What follows belongs to an exercise in optimizing a design on an open flow for small area; a production flow would make more cautious choices. The RTL was checked by simulation tests, not by an equivalence proof against the original design. Power and IR drop assume default switching activity.

$ cat design/flow/design.v
module  bcd_8421
(
    input   wire        sys_clk     ,
    input   wire        sys_rst_n   ,
    input   wire [19:0] data        ,    
    output  reg  [3:0]  unit        ,
    output  reg  [3:0]  ten         ,
    output  reg  [3:0]  hun         ,
    output  reg  [3:0]  tho         ,
    output  reg  [3:0]  t_tho       ,
    output  reg  [3:0]  h_hun       
);
reg     [4:0]   cnt_shitf   ;
reg     [43:0]  data_shift  ;
reg             shift_flag  ;
always@(posedge sys_clk or negedge sys_rst_n)
    if(sys_rst_n == 1'b0)
        cnt_shitf <= 5'd0;
    else    if((cnt_shitf == 5'd21)&&(shift_flag == 1'b1))
        cnt_shitf <= 5'd0;
    else    if(shift_flag == 1'b1 )
        cnt_shitf  <= cnt_shitf + 5'd1;
    else
        cnt_shitf <= cnt_shitf;
always@(posedge sys_clk or negedge sys_rst_n)
    if(sys_rst_n == 1'b0)
        data_shift <= 44'b0; 
    else    if(cnt_shitf == 5'd0)
        data_shift <= {24'b0,data};
    else    if(( cnt_shitf <= 20 ) && ( shift_flag == 1'b0 ))
        begin
            data_shift[23:20]    <= (data_shift[23:20]>4) ? (data_shift[23:20] + 2'd3) : (data_shift[23:20]);
            data_shift[27:24]    <= (data_shift[27:24]>4) ? (data_shift[27:24] +2'd3 ) : (data_shift[27:24]);
            data_shift[31:28]    <= (data_shift[31:28]>4) ? (data_shift[31:28] +2'd3 ) : (data_shift[31:28]);
            data_shift[35:32]    <= (data_shift[35:32]>4) ? (data_shift[35:32] +2'd3 ) : (data_shift[35:32]);
            data_shift[39:36]    <= (data_shift[39:36]>4) ? (data_shift[39:36] +2'd3 ) : (data_shift[39:36]);
            data_shift[43:40]    <= (data_shift[43:40]>4) ? (data_shift[43:40] +2'd3 ) : (data_shift[43:40]);
        end
    else    if(( cnt_shitf <= 20 ) && ( shift_flag == 1'b1 ))
        data_shift <= data_shift << 1;
    else
        data_shift <= data_shift;
always@(posedge sys_clk or negedge sys_rst_n)
    if(sys_rst_n == 1'b0)
        shift_flag <= 1'b0;
    else
        shift_flag <= ~shift_flag;
always@(posedge sys_clk or negedge sys_rst_n)
    if(sys_rst_n == 1'b0)        
        begin
            unit   <= 4'b0;
            ten    <= 4'b0;
            hun    <= 4'b0;
            tho    <= 4'b0;
            t_tho  <= 4'b0;
            h_hun  <= 4'b0;
        end
    else    if(cnt_shitf == 5'd21)
        begin
            unit   <= data_shift[23:20];
            ten    <= data_shift[27:24];
            hun    <= data_shift[31:28];
            tho    <= data_shift[35:32];
            t_tho  <= data_shift[39:36];
            h_hun  <= data_shift[43:40];
        end
endmodule
module seg_dynamic
(
    input   wire        sys_clk     ,
    input   wire        sys_rst_n   ,
    input   wire [19:0] data        ,  
    input   wire [5:0]  point       ,
    input   wire        sign        ,
    input   wire        seg_en      ,
    output  reg  [5:0]  sel         , 
    output  reg  [7:0]  seg          
);
parameter   CNT_MAX = 16'd49_999;
wire    [3:0]   unit        ;
wire    [3:0]   ten         ;
wire    [3:0]   hun         ;
wire    [3:0]   tho         ;
wire    [3:0]   t_tho       ;    
wire    [3:0]   h_hun       ;
reg     [23:0]  data_reg    ;
reg     [15:0]  cnt_1ms     ;
reg             flag_1ms    ;
reg     [2:0]   cnt_sel     ;
reg     [5:0]   sel_reg     ;
reg     [3:0]   data_disp   ;
reg             dot_disp    ;
always@(posedge sys_clk or negedge sys_rst_n)
    if(sys_rst_n == 1'b0)
        data_reg <= 24'b0;
    else    if( ( h_hun ) || ( point[5] ) )
        data_reg <= {h_hun,t_tho,tho,hun,ten,unit};  
    else    if(( ( t_tho ) || ( point[4] ) )  && ( sign == 1'b1 ) )
        data_reg <= {4'd10,t_tho,tho,hun,ten,unit};
    else    if(( ( t_tho ) || ( point[4] ) )  && ( sign == 1'b0 ) )
        data_reg <= {4'd11,t_tho,tho,hun,ten,unit};  
    else    if(( ( tho ) || ( point[3] ) )  && ( sign == 1'b1 ) )
        data_reg <= {4'd11,4'd10,tho,hun,ten,unit};
    else    if(( ( tho ) || ( point[3] ) )  && ( sign == 1'b0 ) )
        data_reg <= {4'd11,4'd11,tho,hun,ten,unit};  
    else    if(( ( hun ) || ( point[2] ) )  && ( sign == 1'b1 ) )
        data_reg <= {4'd11,4'd11,4'd10,hun,ten,unit};
    else    if(( ( hun ) || ( point[2] ) )  && ( sign == 1'b0 ) )
        data_reg <= {4'd11,4'd11,4'd11,hun,ten,unit};  
    else    if(( ( ten ) || ( point[1] ) )  && ( sign == 1'b1 ) )
        data_reg <= {4'd11,4'd11,4'd11,4'd10,ten,unit};
    else    if(( ( ten ) || ( point[1] ) )  && ( sign == 1'b0 ) )
        data_reg <= {4'd11,4'd11,4'd11,4'd11,ten,unit};  
    else    if(( ( unit ) || ( point[1] ) )  && ( sign == 1'b1 ) )
        data_reg <= {4'd11,4'd11,4'd11,4'd11,4'd10,unit};
    else    if(( ( unit ) || ( point[1] ) )  && ( sign == 1'b0 ) )
        data_reg <= {4'd11,4'd11,4'd11,4'd11,4'd11,unit};  
always@(posedge sys_clk or negedge sys_rst_n)
    if(sys_rst_n == 1'b0)
        cnt_1ms <= 16'd0;
    else    if(cnt_1ms == CNT_MAX)
        cnt_1ms <= 16'd0;
    else
        cnt_1ms <= cnt_1ms + 1'b1;
always@(posedge sys_clk or negedge sys_rst_n)
    if(sys_rst_n == 1'b0)    
        flag_1ms <= 1'b0;
    else    if(cnt_1ms == CNT_MAX)
        flag_1ms <= 1'b1;
    else
        flag_1ms <= 1'b0;
always@(posedge sys_clk or negedge sys_rst_n)
    if(sys_rst_n == 1'b0)        
        cnt_sel <= 3'd0;
    else    if((cnt_sel == 3'd5) && (flag_1ms == 1'b1))
        cnt_sel <= 3'd0;
    else    if(flag_1ms == 1'b1)
        cnt_sel <= cnt_sel + 3'd1;
    else
        cnt_sel <= cnt_sel;
always@(posedge sys_clk or negedge sys_rst_n)
    if(sys_rst_n == 1'b0)         
        sel_reg <= 6'b000_000;
    else    if((cnt_sel == 3'd0) && (flag_1ms == 1'b1))
        sel_reg <= 6'b000_001;
    else    if(flag_1ms == 1'b1)    
        sel_reg <= sel_reg << 1'b1;
    else   
        sel_reg <= sel_reg;
always@(posedge sys_clk or negedge sys_rst_n)
    if(sys_rst_n == 1'b0)  
        data_disp <= 4'b0;
    else    if((seg_en == 1'b1)&&(flag_1ms == 1'b1))
        case(cnt_sel)
            3'd0:   data_disp <= data_reg[3:0]  ;
            3'd1:   data_disp <= data_reg[7:4]  ;    
            3'd2:   data_disp <= data_reg[11:8] ;
            3'd3:   data_disp <= data_reg[15:12];
            3'd4:   data_disp <= data_reg[19:16];
            3'd5:   data_disp <= data_reg[23:20];
        default:    data_disp <= 4'b0;
        endcase
    else
        data_disp <= data_disp;
always@(posedge sys_clk or negedge sys_rst_n)
    if(sys_rst_n == 1'b0)          
        dot_disp <= 1'b1;
    else    if(flag_1ms == 1'b1)
        dot_disp <= ~point[cnt_sel];     
    else
        dot_disp <= dot_disp;
always@(posedge sys_clk or negedge sys_rst_n)
    if(sys_rst_n == 1'b0)       
        seg <= 8'b1111_1111;
    else   
        case(data_disp)
            4'd0:   seg <= {dot_disp,7'b100_0000};
            4'd1:   seg <= {dot_disp,7'b111_1001};
            4'd2:   seg <= {dot_disp,7'b010_0100};
            4'd3:   seg <= {dot_disp,7'b011_0000};
            4'd4:   seg <= {dot_disp,7'b001_1001};
            4'd5:   seg <= {dot_disp,7'b001_0010};
            4'd6:   seg <= {dot_disp,7'b000_0010};
            4'd7:   seg <= {dot_disp,7'b111_1000};
            4'd8:   seg <= {dot_disp,7'b000_0000};
            4'd9:   seg <= {dot_disp,7'b001_0000};
            4'd10:  seg <= 8'b1011_1111;
            4'd11:  seg <= 8'b1111_1111;
        default:    seg <= 8'b1100_0000;
        endcase
always@(posedge sys_clk or negedge sys_rst_n)
    if(sys_rst_n == 1'b0)   
        sel <= 6'b000_000;
    else    
        sel <= sel_reg;
bcd_8421    bcd_8421_inst
(
  .sys_clk    (sys_clk    ),
  .sys_rst_n  (sys_rst_n  ),
  .data       (data       ),  
  .unit       (unit       ),
  .ten        (ten        ),
  .hun        (hun        ),
  .tho        (tho        ),
  .t_tho      (t_tho      ),
  .h_hun      (h_hun      )
);
endmodule
module hc595_ctrl
(
    input   wire        sys_clk     ,
    input   wire        sys_rst_n   ,
    input   wire    [5:0]   sel     ,
    input   wire    [7:0]   seg     ,
    output  reg         ds          ,
    output  reg         shcp        ,
    output  reg         stcp        ,
    output  wire        oe          
);
wire    [13:0]  data    ;
reg     [1:0]   cnt     ;
reg     [3:0]   cnt_bit ;
assign data = {seg[0],seg[1],seg[2],seg[3],seg[4],seg[5],seg[6],seg[7],sel};
always@(posedge sys_clk or negedge  sys_rst_n)
    if(sys_rst_n == 1'b0)   
        cnt <= 2'd0;
    else    if(cnt == 2'd3)
        cnt <= 2'd0;
    else
        cnt <= cnt + 1'b1;
always@(posedge sys_clk or negedge  sys_rst_n)
    if(sys_rst_n == 1'b0)   
        cnt_bit <= 4'd0;
    else if((cnt_bit == 4'd13)&&(cnt == 2'd3))
        cnt_bit <= 4'd0;
    else if(cnt == 2'd3)
        cnt_bit <= cnt_bit + 1'b1;
    else
        cnt_bit <= cnt_bit;
always@(posedge sys_clk or negedge  sys_rst_n)
    if(sys_rst_n == 1'b0)   
        ds <= 1'b0;
    else    if(cnt == 2'd0)
        ds <= data[cnt_bit];
    else
        ds <= ds;
always@(posedge sys_clk or negedge  sys_rst_n)
    if(sys_rst_n == 1'b0)   
        shcp <= 1'b0;
    else    if (cnt== 2'd2)
        shcp <= 1'b1;
    else    if(cnt == 2'd0)
        shcp <= 1'b0;
    else
        shcp <= shcp;
always@(posedge sys_clk or negedge  sys_rst_n)
    if(sys_rst_n == 1'b0)   
        stcp <= 1'b0;
    else    if( (cnt_bit == 4'd0) && (cnt == 2'd0) )
        stcp <= 1'b1;
    else    if( (cnt_bit == 4'd0) && (cnt == 2'd2) )
        stcp <= 1'b0;
    else
        stcp <= stcp;
assign oe = 1'b0;
endmodule   
module seg_595_dynamic
(
    input   wire        sys_clk     ,
    input   wire        sys_rst_n   ,
    input   wire [19:0] data        ,  
    input   wire [5:0]  point       ,
    input   wire        sign        ,
    input   wire        seg_en      ,
    output  wire        ds          ,
    output  wire        shcp        ,
    output  wire        stcp        ,
    output  wire        oe          
);
wire    [5:0]   sel ;
wire    [7:0]   seg ;
seg_dynamic seg_dynamic_inst
(
   .sys_clk   (sys_clk  ),
   .sys_rst_n (sys_rst_n),
   .data      (data     ),  
   .point     (point    ),
   .sign      (sign     ),
   .seg_en    (seg_en   ),
   .sel       (sel      ), 
   .seg       (seg      )  
);
hc595_ctrl  hc595_ctrl
(
   .sys_clk   ( sys_clk   ) ,
   .sys_rst_n ( sys_rst_n ) ,
   .sel       ( sel       ) ,
   .seg       ( seg       ) ,
   .ds        ( ds        ) ,
   .shcp      ( shcp      ) ,
   .stcp      ( stcp      ) ,
   .oe        ( oe        ) 
);
endmodule
$ cat design/flow/run.sh
#!/bin/bash
# synth_recipe.tcl (not shown) runs the flow's synth.tcl, then flattens the netlist and writes it again
# the make line also repeats each setting of config.mk as NAME=value (left out here)
make -C /OpenROAD-flow-scripts/flow DESIGN_CONFIG=/design/flow/config.mk WORK_HOME=/design/flow/orfs CLKGATE_MAP_FILE= SYNTH_SCRIPT=/design/flow/synth_recipe.tcl finish
$ cat design/flow/config.mk
export PLATFORM = sky130hd
export DESIGN_NAME = seg_595_dynamic
export DESIGN_NICKNAME = seg_595_dynamic
export VERILOG_FILES = /design/flow/design.v
export SDC_FILE = /design/flow/constraint.sdc
export NUM_CORES = 4
export LEC_CHECK = 0
export CAP_MARGIN = 20
export CORE_MARGIN = 2
export CORE_UTILIZATION = 40
export SLEW_MARGIN = 20
$ cat design/flow/constraint.sdc
create_clock -name core_clock -period 5.0 [get_ports {sys_clk}]
set_input_delay 1.0000 -clock core_clock [delete_from_list [all_inputs] [get_ports {sys_clk}]]
set_output_delay 1.0000 -clock core_clock [all_outputs]
set_load 0.01 [all_outputs]
==> run notes <==
The combinational cell fraction of total power was 5.1%. Counting along the longest clock path gives a buffer depth of 2. The count of nets left with antenna violations once routing finished came out at 0. Synthesis instantiated 60 different standard cells from the library. The cts-stage hold buffer count is 0.

Leaving out fill and tap cells, the most frequent cells in the layout are dfrtp_1 (143), nand2_1 (98), o21ai_0 (70), inv_1 (45), a21oi_1 (44). Derived from the worst setup path, the maximum achievable clock frequency is 0.361 GHz. The clock period minus worst slack is 2.77 ns.

The first detailed-routing pass ran for 5 iterations. The flow ran to the end and the layout has no timing, DRC or antenna violations. The clock network is responsible for 47.9% of the overall power. At the worst endpoint, the arrival time is 3.06 ns. The final-layout setup total negative slack came out at 0 ns. The cell area after layout is 8490 um^2. Leaving out fill and tap cells, the most frequent cell in the layout is dfrtp_1. In the post-synthesis netlist, the biggest area contributors are dfrtp_1 (49%), nand2_1 (5.0%), o21ai_0 (4.8%), ha_1 (4.4%), mux2i_1 (3.3%). For this design the total switching power over the nets is 635 uW. Area fraction in compound gates after synthesis: 18.2%. The worst pin sits at a relative slew slack of 26.5%. The slew at the pin closest to its max-slew limit is 1.08 ns, and the max-slew violation total from the final report is 0. In this run, flip-flops and latches consume 47.0% of the power. The tree is rooted in a clkbuf_16.

The total wire length is 15600 um, and the row count is 49. The final-report hold violation count is 0, and the number of top-level pins is 34. The synthesized netlist occupies a cell area of 7360 um^2.

Among all flip-flop cells after synthesis, the most frequent one is dfrtp_1. IR analysis of the VDD net gives a maximum drop of 251 uV. TritonCTS built the clock tree. In the routed design, unresolved DRC markers number 0. Final hold analysis gives a worst-case slack of 0.375 ns. At the end of routability-driven placement, the weighted congestion stood at 0.843. For the number of nets produced by synthesis, the log shows 791.

The floorplan step defined a core boundary enclosing 18000 um^2. The register with the most flip-flops in the layout has 44 of them. Summing the areas of all and, or, nand and nor instances in the mapped netlist gives 13.8% of the synthesized area. The filler-free cell count of the finished design was 997; the post-CTS setup-driven buffer insertion count was 0. In the routed layout, each cell is associated on average with a via count of 5.51. Of the post-synthesis cell area, the dominant cell type holds 48.6%. The die is 140 um tall. The instance area after placement was 7870 um^2; the XOR/XNOR share of the synthesized area was 1.78%. In this run the number of H-tree levels came out at 4.

Clock tree synthesis inserted a total of 17 buffers. The critical path is of the input port to flop type. Synthesized instance count: 735. For the final clock skew, the log shows 0.00768 ns.

The post-route total power was 2.83 mW; the internal power consumption was 2.19 mW. The switching part of the total power was 22.5%; the average size of a mapped cell was 10.0 um^2. In this run, placement finished with an instance count of 965. The run gives 152 as the number of sinks handled by clock tree synthesis.

The number of global-route vias before repair is 5516, and the number of antenna violations at the first check in global routing is 0. In the global route stage, overall resource usage came out at 16.8%. The type of destination of the critical path is a flop. The tightest min-delay check is of the flop to flop type. Largest family of logic cells by synthesized area: compound AO/OA/AOI/OAI gates. Post-CTS resize count: 0.

The max-capacitance violation count is 0, and the mean routed wirelength per cell is 15.7 um. At the worst endpoint, the required time is 5.28 ns. The ratio of final minimum period to clock period is 55.4%, and the effective utilization at floorplan is 40.9%. The adder-cell share of the synthesized area is 4.42%. The maximum fanout encountered on the critical timing path was 12. Counting flops with an async set or reset pin after synthesis yields a share of 100%. The area growth from synthesis to layout is 15.3%. Of the post-synthesis cell area, the part taken by muxes is 5.25%. The tools report the aggregate global routing overflow as 0. The launching element type of the critical path was an input port. The fraction of final layout cells sized beyond drive strength 1 came out at 9.51%. The via count was 5495. The run gives 0 as the diode insertion count for antenna repair. Clock-pin slew was measured on the worst setup and hold paths at 0.06 ns. Yosys mapped a number of flops with a built-in enable equal to 0.

After synthesis the netlist holds a flip-flop and latch count of 152. For this design the ratio of total power to cell area is 333 nW/um^2. The layout net count is 811, and the leakage power of the design is 3.70 nW. The sequential area share after synthesis came out at 51.8%.

The Yosys step of the flow raised 3 warnings. Port buffering added 32 buffers. The setup slack on the worst flop-to-flop path came out at 2.50 ns.

The detailed router's first-iteration violation count came out at 346. The floorplan step set the die width to 140 um. The half-perimeter wire length after detailed placement came out at 10800 um. The biggest area contributor in the post-synthesis netlist is dfrtp_1. Setup repair after global routing left no endpoint under its margin. Entering global routing, the biggest net connects 62 pins. The die outline area was 19500 um^2; the insertion delay to the later sink of the worst-skew pair was 0.42 ns. The first global-routing pass estimated 26900 um of wire. Setup violations remaining at the end of the flow were counted as 0.
stage by stage:
stage	util, %	setup WS (ns)
4_1_cts	47.1	2.27
3_5_place_dp	43.6	1.82
2_1_floorplan	-	2.54
6_report	47.1	2.23
3_3_place_gp	43.6	1.91
5_1_grt	47.1	2.09
power groups by stage:
| stage | Sequential [mW] | Clock (mW) | Combinational (mW) |
|---|---|---|---|
| 2_1_floorplan | 1.33 | 0 | 0.0792 |
| 3_3_place_gp | 1.35 | 0 | 0.141 |
| 3_5_place_dp | 1.35 | 0 | 0.146 |
| 4_1_cts | 1.33 | 1.38 | 0.147 |
| 5_1_grt | 1.33 | 1.44 | 0.163 |
| 6_report | 1.33 | 1.35 | 0.144 |
worst max-delay path, stage by stage:
cell and delay, ns:
clkdlybuf4s50_1 0.43, or4_4 0.45, nor4_4 0.36, nand3_1 0.24, nor2_2 0.44, a21oi_1 0.14
synthesized netlist by cell type (7+ instances only):
master	count
nor4_1	9
nor3_1	17
ha_1	26
nand2_1	98
mux2i_1	24
xnor2_1	9
mux2_2	7
inv_1	45
a21o_1	13
o211ai_1	9
dfrtp_1	143
nor2_1	30
o21ai_0	70
o22ai_1	19
clkbuf_1	29
dfstp_2	9
a21oi_1	45
nand3_1	17
a22o_1	11
cell families (layout without fill, tap and decap cells):
family | count (synthesis) | count (layout)
fa+ha+maj | 26 | 26
compound gates | 212 | 212
buf+inv | 83 | 116
xor+xnor | 15 | 15
mux | 34 | 34
other cells | 1 | 1
flops | 152 | 152
simple gates | 212 | 212
worst paths after layout:
path	start	to	cells past startpoint
worst min register to register	seg_dynamic_inst.sel_reg[5]	seg_dynamic_inst.sel[5]	0
min in group asynchronous	sys_rst_n	seg_dynamic_inst.data_disp[1]	1
worst max-delay path	point[5]	seg_dynamic_inst.data_reg[16]	6
max in group asynchronous	sys_rst_n	seg_dynamic_inst.bcd_8421_inst.h_hun[2]	2
worst min-delay path	seg_dynamic_inst.sel_reg[5]	seg_dynamic_inst.sel[5]	0
worst max register to register	seg_dynamic_inst.bcd_8421_inst.cnt_shitf[0]	seg_dynamic_inst.bcd_8421_inst.data_shift[26]	8
per-layer routing:
layer	vias up	global-route usage, %	routed length (um)
met2	130	27.2	7530
met4	0	7.21	361
met5	-	0	0
met3	26	3.23	520
met1	2659	22.0	7210
li1	2680	-	-
area by class of cell:
type / count / area, um^2
Multi-Input combinational cell: 500 / 3220
Sequential cell: 152 / 3810
Inverter: 45 / 169
Fill cell: 1638 / 9530
Clock buffer: 17 / 425
Timing Repair Buffer: 39 / 374
Clock inverter: 15 / 201
Tap cell: 229 / 287

-- afterwards: timing with drivers on the ports --
The results above use ideal ports. As a check the final layout listed here was re-extracted and re-timed, cells and wires unchanged.
Step 1, drivers: a clkbuf_16 drives sys_clk and a buf_2 each remaining input, both assumed.
Step 2 moves the port delays by t, midway between the first and last clock arrival at a register: inputs arrive t later, outputs are due t later. That takes back most of the time a late clock gives input paths.
a / b / c = ideal ports / drivers / drivers and shift; a / b = the first two.
shift t [ns]: 0.461
slack for setup (ns): 2.228 / 2.252 / 1.791
worst setup path at the end: input to register
clock arrival spread, ns: 0.012 / 0.011
After both steps this run still meets setup and hold. For this run, drivers alone change the setup slack by +0.024 ns; drivers and shift together by -0.437 ns.
